This is an optimization exercise on Yosys and OpenROAD, whose aim is small area, a short achievable clock period and few clock cycles, not a production implementation.
In this exercise RTL edits were held to simulation tests only and were not proved equivalent to the original.
Power figures rest on the tool's default switching activity, not on a simulated workload.

<file path="design/flow/flow/run.sh">
#!/bin/bash
# Own layout flow: the standard flow (standard.sh, every step, its
# synthesis unchanged) with two changes to how the layout is optimised:
#  - the port buffers that global placement inserts are sky130_fd_sc_hd__buf_1
#    rather than the delay buffer buffer_ports picks by default (every input
#    and output port still gets its own buffer, which repair may resize);
#  - repair_timing aims for 5.6 ns of setup slack at the design's 10 ns clock.
# make's full output goes to standard_flow.log in this folder; ORFS's own
# per-step logs stay under orfs/logs.
set -euo pipefail
export BUFFER_PORTS_ARGS="-buffer_cell sky130_fd_sc_hd__buf_1"
export SETUP_SLACK_MARGIN=5.6
bash standard.sh > standard_flow.log 2>&1
</file>
<file path="design/flow/standard.sh">
#!/bin/bash
# synth_recipe.tcl (not shown) runs the flow's synth.tcl, then flattens the netlist and writes it again
# the make line also repeats each setting of config.mk as NAME=value (left out here)
make -C /OpenROAD-flow-scripts/flow DESIGN_CONFIG=/design/flow/config.mk WORK_HOME=/design/flow/orfs CLKGATE_MAP_FILE= SYNTH_SCRIPT=/design/flow/synth_recipe.tcl "${@:-finish}"
</file>
<file path="design/flow/config.mk">
export PLATFORM = sky130hd
export DESIGN_NAME = CPU
export DESIGN_NICKNAME = CPU
export VERILOG_FILES = /design/flow/design.v
export SDC_FILE = /design/flow/constraint.sdc
export NUM_CORES = 4
export LEC_CHECK = 0
export CAP_MARGIN = 20
export CORE_MARGIN = 2
export CORE_UTILIZATION = 40
export CTS_CLUSTER_DIAMETER = 100
export CTS_CLUSTER_SIZE = 20
export SLEW_MARGIN = 20
export SYNTH_HIERARCHICAL = 1
</file>
<file path="design/flow/constraint.sdc">
create_clock -name core_clock -period 10.0 [get_ports {clk}]
set_input_delay 2.0000 -clock core_clock [delete_from_list [all_inputs] [get_ports {clk}]]
set_output_delay 2.0000 -clock core_clock [all_outputs]
set_load 0.01 [all_outputs]
</file>
<file path="design/flow/design.v">
`timescale 1ns / 1ps
module ALU (a, b, sa, sub, sel_or, sel_and, sel_slt, sel_sll, y);
	input [31:0] a, b;
	input [4:0] sa;
	input sub, sel_or, sel_and, sel_slt, sel_sll;
	output reg [31:0] y;
	wire [31:0] sum = a + (sub ? ~b : b) + {31'd0, sub};
	wire lt = (a[31] ^ b[31]) ? a[31] : sum[31];
	always @(*) begin
		if (sel_or) y = a | b;
		else if (sel_and) y = a & b;
		else if (sel_slt) y = {31'd0, lt};
		else if (sel_sll) y = a << sa;
		else y = sum;
	end
endmodule
`timescale 1ns / 1ps
module AddrGen (a, imm, y);
	input [31:0] a;
	input [15:0] imm;
	output [31:0] y;
	wire [16:0] lo = {1'b0, a[15:0]} + {1'b0, imm};
	wire [15:0] hi1 = a[31:16] + 16'd1;
	assign y = {lo[16] ? hi1 : a[31:16], lo[15:0]};
endmodule
`timescale 1ns / 1ps
module CPU(clk, reset, initPC,
			  imem_addr, imem_rdata,
			  dmem_addr, dmem_wdata, dmem_we, dmem_rdata,
			  halted);
	input clk, reset;
	input [31:0] initPC;
	output [31:0] imem_addr;
	input  [31:0] imem_rdata;
	output [31:0] dmem_addr;
	output [31:0] dmem_wdata;
	output dmem_we;
	input  [31:0] dmem_rdata;
	output reg halted;
	localparam [5:0] op_add  = 6'b000000, op_sub  = 6'b000001, op_addi = 6'b000010,
	                 op_or   = 6'b010000, op_and  = 6'b010001, op_ori  = 6'b010010,
	                 op_sll  = 6'b011000, op_move = 6'b100000, op_slt  = 6'b100111,
	                 op_sw   = 6'b110000, op_lw   = 6'b110001, op_beq  = 6'b110100,
	                 op_j    = 6'b111000, op_jr   = 6'b111001, op_jal  = 6'b111010,
	                 op_halt = 6'b111111;
	reg [31:0] PC;
	assign imem_addr = PC;
	reg [31:0] e_a, e_b;
	reg [15:0] e_imm;
	reg [4:0]  e_rd;
	reg e_we, e_lw, e_sw, e_beq, e_jr;
	reg e_sub, e_or, e_and, e_slt, e_sll;
	wire [31:0] alu_y;
	ALU alu(.a(e_a), .b(e_b), .sa(e_imm[10:6]), .sub(e_sub), .sel_or(e_or),
	        .sel_and(e_and), .sel_slt(e_slt), .sel_sll(e_sll), .y(alu_y));
	wire [31:0] wb = e_lw ? dmem_rdata : alu_y;
	AddrGen ag(.a(e_a), .imm(e_imm), .y(dmem_addr));
	assign dmem_wdata = e_b;
	assign dmem_we    = e_sw & ~reset;
	wire taken = e_beq & (e_a == e_b);
	wire redirect = taken | e_jr;
	wire [31:0] btarget = PC + {{14{e_imm[15]}}, e_imm, 2'b00};
	wire [31:0] ins = imem_rdata;
	wire [5:0] op = ins[31:26];
	wire [4:0] rs = ins[25:21], rt = ins[20:16], rd = ins[15:11];
	wire d_add  = op == op_add,  d_sub  = op == op_sub,  d_addi = op == op_addi;
	wire d_or   = op == op_or,   d_and  = op == op_and,  d_ori  = op == op_ori;
	wire d_sll  = op == op_sll,  d_move = op == op_move, d_slt  = op == op_slt;
	wire d_sw   = op == op_sw,   d_lw   = op == op_lw,   d_beq  = op == op_beq;
	wire d_j    = op == op_j,    d_jr   = op == op_jr,   d_jal  = op == op_jal;
	wire d_halt = op == op_halt;
	wire wr_rd = d_add | d_sub | d_or | d_and | d_sll | d_move | d_slt;
	wire wr_rt = d_addi | d_ori | d_lw;
	wire [4:0] dest = d_jal ? 5'd31 : (wr_rt ? rt : rd);
	reg [31:0] register [1:31];
	reg [31:0] rf_a, rf_b;
	integer i;
	always @(*) begin
		rf_a = 32'd0;
		rf_b = 32'd0;
		for (i = 1; i < 32; i = i + 1) begin
			rf_a = rf_a | (register[i] & {32{rs == i}});
			rf_b = rf_b | (register[i] & {32{rt == i}});
		end
	end
	always @(posedge clk)
		if (e_we && e_rd != 5'd0)
			register[e_rd] <= wb;
	wire [31:0] pc4 = PC + 32'd4;
	wire fwd_a = e_we & (e_rd == rs);
	wire fwd_b = e_we & (e_rd == rt);
	wire [31:0] a_val = d_jal ? pc4 : (fwd_a ? wb : rf_a);
	wire alu_imm = d_addi | d_ori | d_jal;
	wire [31:0] b_val = alu_imm ? {16'd0, d_jal ? 16'd0 : ins[15:0]} : (fwd_b ? wb : rf_b);
	wire kill = reset | redirect;
	always @(posedge clk) begin
		e_a <= a_val;
		e_b <= b_val;
		e_imm <= d_jal ? 16'd0 : ins[15:0];
		e_rd <= dest;
		e_sub <= d_sub | d_slt;
		e_or  <= d_or | d_ori;
		e_and <= d_and;
		e_slt <= d_slt;
		e_sll <= d_sll;
		if (kill) begin
			e_we <= 1'b0; e_lw <= 1'b0; e_sw <= 1'b0;
			e_beq <= 1'b0; e_jr <= 1'b0;
		end else begin
			e_we <= (wr_rd | wr_rt | d_jal) & (dest != 5'd0);
			e_lw <= d_lw; e_sw <= d_sw;
			e_beq <= d_beq; e_jr <= d_jr;
		end
	end
	always @(posedge clk) begin
		if (reset) PC <= initPC;
		else if (redirect) PC <= e_jr ? e_a : btarget;
		else if (d_halt) PC <= PC;
		else if (d_j | d_jal) PC <= {PC[31:28], ins[25:0], 2'b00};
		else PC <= pc4;
	end
	always @(posedge clk) begin
		if (reset) halted <= 1'b0;
		else if (d_halt & ~redirect) halted <= 1'b1;
	end
endmodule
</file>
==> reports/results.ini, run 1 <==
[detailed_routing]
drc_errors = 0
routed_wl_um = 304000
dr.pass1.iters = 21
viasPerCell = 7.53
antenna_left = 0
wl_per_cell_um = 43.5
vias = 52600
drt_iter0_markers = 13000

[global_routing]
grt_pass1_wl_um = 401000
grt_antenna_before_repair = 18
grt_pass1_vias = 47800
grt_usage = 0.410
grt_max_degree = 61
overflow = 0

[placement]
placed_area_mm2 = 0.0596
hpwl_um = 171000
port_buffers = 195
gp_congestion = 1.01

[logic_synthesis]
synth_area_mm2 = 0.0560
synth.top_cells.by_count = edfxtp_1, a22oi_1, nand2_1, clkbuf_1, nor2_1
synth_nets = 5014
synthDistinctLibCells = 103
synth-edff-count = 1024
synthArstFlopShare = 0
avgSynthCellArea_um2 = 11.6
synthFlopType = edfxtp_1
synth_most_common_cell = edfxtp_1
ys_warn_count = 8
synthTopCellsByArea = edfxtp_1, a22oi_1, nand2_1, dfxtp_1, xor2_1
synth_top_area_frac = 0.549
synth-seq-area-share = 0.583
yosysTopAreaCell = edfxtp_1
synth-seq-cells = 1120
synthCells = 4827

[pwr]
p_leak_nw = 22.5
irDropWorstVdd_v = 0.000133
power_density_mw_per_mm2 = 196

[die]
ioPinCount = 196
num_rows = 137
die_area_mm2 = 0.143
die_w_um = 378
core_area_mm2 = 0.139
die_y_um = 378
initial_core_util = 0.402

[setup_path]
crit_fanout = 5
cp.required_ns = 8.00
worstSetupEndpointType = output pin
crit_arrival_ns = 2.85
cp-start-kind = flop
crit_type = reg2out

[timing]
maxSlewHeadroom = 0.108
period_share = 0.485
slew_violations = 0
worst_pin_slew_ns = 1.33
final-setup-viol-count = 0
period_needed_ns = 4.85
max_freq_ghz = 0.206
hold_viol = 0
fin_skew_ns = 0.0413
setup-tns-final_ns = 0
rsz0062_at_grt = true

[clocking]
cts_root_buf = clkbuf_16
path_clk_slew_ns = 0.08
clock_latency_ns = 0.71
cts_num_sinks = 1120
cts_made_buffers = 68
cts_buffer_depth = 3
cts_hold_buf = 0
cts_tree = done
cts_htree_levels = 3

[run_status]
status = no timing/DRC/antenna violations

[layout]
fillers = 12600
final_cell_area_mm2 = 0.0643
area_growth_pct = 14.8
nNetsFinal = 5228
drive_gt1_frac = 0.144

[hold_path]
hp-class = reg2reg

[flow_run]
max-cap-violations = 0

[routing by layer]
layer  vias to the layer above  wire [um]  GRT usage
li1                      19600          -          -
met1                     25200      97200      0.484
met2                      6037     119000      0.562
met3                      1784      57800      0.212
met4                        18      29400      0.309
met5                         -        541     0.0151
[per-module statistics from Yosys, one instance, submodules excluded]
module   area, um2  copies in the design
ALU           4580                     1
AddrGen       1240                     1
CPU          50200                     1
[cells by family after synthesis]
family                     Yosys count  synth area share
muxes                              102            0.0225
xor gates and xnor gates           171            0.0267
buffers and inverters              399            0.0280
AOI/OAI and AO/OA                 1563             0.203
and+or+nand+nor                   1383             0.117
DFF                               1120             0.583
adders and majority gates           89            0.0203
[registers in the layout (all words and copies together), names as in the netlist]
name,count
e_rd,5
e_imm,16
e_b,32
PC,32
e_sll,1
e_lw,1
e_and,1
e_we,1
e_sw,1
e_sub,1
e_or,1
e_slt,1
e_jr,1
e_a,32
register,992
e_beq,1
halted,1
[stage by stage]
step	hold WS, ns	instances	power, W	setup slack [ns]	util
after floorplan	0.489	4827	0.00769	5.60	-
final	0.470	6987	0.0126	5.15	0.461
after global placement	0.459	6729	0.00891	3.50	0.428
after detailed placement	0.470	6729	0.00893	3.54	0.428
after CTS	0.481	6931	0.0121	5.16	0.455
after global routing	0.498	6967	0.0128	5.11	0.461
[worst max-delay path, stage by stage, from the launching register on]
cell and delay [ns]:
dfxtp_2 0.32, buf_6 0.12, ha_4 0.16, fa_2 0.39
a211oi_4 0.27, o21ai_4 0.12, nand4bb_4 0.23, buf_4 0.17
a21oi_1 0.07, xor2_1 0.15, buf_2 0.16
[timing repair]
item / 4_1_cts / 5_1_grt
resized for setup: 268 / 116
cloned: 16 / 4
setup buffers: 67 / 31
pin swaps: 41 / 51
endpoints found under the setup margin: 681 / 392
[cell usage in the layout (no fill, tap or decap), types with 91 or more instances in the layout]
cell type	netlist	routed
edfxtp_1	1024	1024
a21oi_1	192	175
a22oi_1	860	860
buf_4	2	205
nor2_1	223	165
o21ai_0	119	110
and3_1	93	91
nand2_1	566	558
buf_1	19	160
xor2_1	125	120
nand3_1	145	136
[area by class of cell]
cell class	count	area (um2)	share of cell area
antenna	21	52.6	0.000817
multi-input combinational	3316	23500	0.365
clock buffer	107	1890	0.0294
sequential	1120	32700	0.509
tap	1876	2350	0.0365
timing repair inverter	9	67.6	0.00105
clock inverter	12	128	0.00198
timing repair buffer	463	3310	0.0514
inverter	63	275	0.00428
[power breakdown]
| group | internal (W) | switching [W] |
|---|---|---|
| Clock | 0.00133 | 0.00170 |
| Combinational | 0.000984 | 0.00249 |
| Sequential | 0.00595 | 0.000164 |
| Total | 0.00827 | 0.00435 |
[worst paths after layout]
path / slack, ns / cells after the start / start / to
max: 5.15 / 10 / e_a[0] / dmem_addr[18]
min: 0.47 / 2 / halted / halted
max reg2reg: 5.48 / 16 / e_sub / e_b[15]
min reg2reg: 0.47 / 2 / halted / halted
Testbench counts, summed over its fixed seeds: cycles 18,739.
==> run 2, diff against run 1 <==
==> design/flow/flow/run.sh (replaced) <==
#!/bin/bash
# Own layout flow: the standard flow (standard.sh, every step, its
# synthesis unchanged) with two changes to how the layout is optimised:
#  - the port buffers that global placement inserts are sky130_fd_sc_hd__buf_1
#    rather than the delay buffer buffer_ports picks by default (every input
#    and output port still gets its own buffer, which repair may resize);
#  - repair_timing aims for 6.0 ns of setup slack at the design's 10 ns clock.
# make's full output goes to standard_flow.log in this folder; ORFS's own
# per-step logs stay under orfs/logs.
set -euo pipefail
export BUFFER_PORTS_ARGS="-buffer_cell sky130_fd_sc_hd__buf_1"
export SETUP_SLACK_MARGIN=6.0
bash standard.sh > standard_flow.log 2>&1
==> reports/results.ini, run 2 <==
[run_status]
status = no timing/DRC/antenna violations

[detailed_routing]
routed_wl_um = 311000
drc_errors = 0
drt_iter0_markers = 13100
viasPerCell = 7.61
dr.pass1.iters = 15
wl_per_cell_um = 43.9
vias = 54000
antenna_left = 0

[clocking]
cts_htree_levels = 3
cts_made_buffers = 67
cts_tree = done
cts_buffer_depth = 3
cts_root_buf = clkbuf_16
cts_num_sinks = 1120
clock_latency_ns = 0.71
path_clk_slew_ns = 0.09

[layout]
nNetsFinal = 5335
area_growth_pct = 18.3
largest_reg_flops = 992
drive_gt1_frac = 0.176
multi_input_area_mm2 = 0.0240
register_area_mm2 = 0.0328
fillers = 12400
final_cell_mix = edfxtp_1, a22oi_1, nand2_1
final_common_cell = edfxtp_1
regMostFlops = register

[setup_path]
path_delay_family = compound AO/OA/AOI/OAI gates
crit_fanout = 3
crit_arrival_ns = 2.83
slowest_stage = dfxtp_4
worstSetupEndpointType = output pin
cp_num_buf_inv = 1
crit_type = reg2out
cp-start-kind = flop
crit_chain = ha_4 > fa_2 > a211oi_2 > o21ai_2 > a31o_1 > a21oi_2 > xnor2_2 > buf_2
cpPeakStageDelay_ns = 0.38
cp.required_ns = 8.00

[timing]
final-setup-viol-count = 0
period_needed_ns = 4.83
setup-tns-final_ns = 0
whs_ns = 0.486
fin_skew_ns = 0.0409
maxSlewHeadroom = 0.109
worst_pin_slew_ns = 1.33
slew_violations = 0
period_share = 0.483
rsz0062_at_grt = true
hold_viol = 0
max_freq_ghz = 0.207

[pwr]
p_sw_frac = 0.346
switching_power_w = 0.00452
clkPwrFrac = 0.227
combPwrFrac = 0.302
p_leak_nw = 23.3
intPower_w = 0.00854
seq_power_share = 0.470
power_density_mw_per_mm2 = 197
irDropWorstVdd_v = 0.000142

[logic_synthesis]
yosysTopAreaCell = edfxtp_1
ys_warn_count = 8
synthArstFlopShare = 0
synthDistinctLibCells = 103
synth_most_common_cell = edfxtp_1
synthTopCellsByArea = edfxtp_1, a22oi_1, nand2_1, dfxtp_1, xor2_1
synth-seq-area-share = 0.583
synth-edff-count = 1024
synth_area_mm2 = 0.0560
avgSynthCellArea_um2 = 11.6
synth-seq-cells = 1120
synthFlopType = edfxtp_1
synth.top_cells.by_count = edfxtp_1, a22oi_1, nand2_1, clkbuf_1, nor2_1
synthCells = 4827
synth_top_area_frac = 0.549
synth_nets = 5014

[global_routing]
grt_pass1_wl_um = 402000
grt_antenna_before_repair = 19
grt_usage = 0.410
overflow = 0
grt_max_degree = 60
grt_pass1_vias = 48300

[placement]
hpwl_um = 169000
gp_congestion = 1.01
port_buffers = 195

[die]
core_area_mm2 = 0.139
num_rows = 137
die_area_mm2 = 0.143
die_w_um = 378
ioPinCount = 196
die_y_um = 378
initial_core_util = 0.402

[flow_run]
max-cap-violations = 0

[hold_path]
hp-class = reg2reg

-- run 2: logic make-up after synthesis --
group	Yosys count	share of synthesized area
AOI/OAI and AO/OA	1563	0.203
and+or+nand+nor	1383	0.117
DFF	1120	0.583
buffers and inverters	399	0.0280
xor gates and xnor gates	171	0.0267
muxes	102	0.0225
adders and majority gates	89	0.0203
-- run 2: worst paths after layout --
kind                            slack, ns    from              end  cells after the start
worst min register to register       0.49  halted           halted                      2
worst min-delay path                 0.49  halted           halted                      2
worst max register to register       5.60   e_sub  register[6][25]                     19
worst max-delay path                 5.17  e_a[0]    dmem_addr[10]                      8
-- run 2: final cells by class --
| cell class | count | share of cell area |
|---|---|---|
| antenna | 21 | 0.000793 |
| clock buffer | 107 | 0.0282 |
| clock inverter | 10 | 0.00166 |
| inverter | 63 | 0.00415 |
| multi-input combinational | 3321 | 0.363 |
| sequential | 1120 | 0.494 |
| tap | 1876 | 0.0354 |
| timing repair buffer | 558 | 0.0706 |
| timing repair inverter | 17 | 0.00193 |
-- run 2: modules after synthesis, one instance, submodules excluded --
module	cells	area, um2	copies in the design	flip-flops and latches
CPU	3999	50200	1	1120
AddrGen	164	1240	1	0
ALU	664	4580	1	0
-- run 2: power by group through the flow --
stage,logic (W),registers [W],clock network (W)
3_3_place_gp,0.00265,0.00625,0
3_5_place_dp,0.00267,0.00625,0
6_report,0.00395,0.00615,0.00297
2_1_floorplan,0.00153,0.00617,0
4_1_cts,0.00319,0.00613,0.00292
5_1_grt,0.00400,0.00614,0.00308
-- run 2: worst min-delay path, stage by stage (launching register included) --
cell     delay [ns]
dfxtp_1        0.32
inv_1          0.05
o21ai_0        0.07
-- run 2: routing by layer --
layer	global-route usage	wire length, um
met1	0.490	99200
met2	0.560	119000
met3	0.216	61100
met4	0.291	31300
met5	0.0199	452
-- run 2: what timing repair did --
action	4_1_cts	5_1_grt
hold buffers	0	0
pin swaps	56	96
gates resized for setup	371	267
buffers inserted	92	84
setup endpoints to repair	844	545
cloned	20	21
-- run 2: through the flow --
step           setup WS (ns)  utilization  total power (W)  area, um2  instances
2_1_floorplan           5.60            -          0.00769      56100       4827
3_3_place_gp            4.36        0.428          0.00890      59700       6736
3_5_place_dp            4.35        0.428          0.00892      59700       6736
4_1_cts                 5.18        0.460           0.0122      64100       6965
5_1_grt                 5.12        0.475           0.0132      66200       7075
6_report                5.17        0.475           0.0131      66300       7093

==> static timing again, ports no longer ideal <==
How much do the figures lean on ideal ports? The routed layouts below were timed once more, with nothing changed but the port constraints. Step 1: set_driving_cell puts a clkbuf_16 on clk and a buf_2 on each other input, an assumption about the parent block. Step 2, shift: input delay + t, output delay - t, t = (earliest + latest rising clock arrival at the registers) / 2. This alone moves slack from input paths to output paths. Slacks: no drivers / after step 1 / after step 2; pairs: no drivers / after step 1.
run | t, ns | slack for setup (ns) | hold slack, ns | worst setup path after step 2
run 1 | 0.761 | 5.148 / 5.074 / 4.618 | 0.470 / 0.470 / 0.470 | input to register
run 2 | 0.762 | 5.171 / 5.095 / 5.069 | 0.486 / 0.486 / 0.486 | input to register
After both steps every run listed still meets setup and hold. For run 1, which loses most, drivers alone change the setup slack by -0.074 ns; drivers and shift together by -0.530 ns.
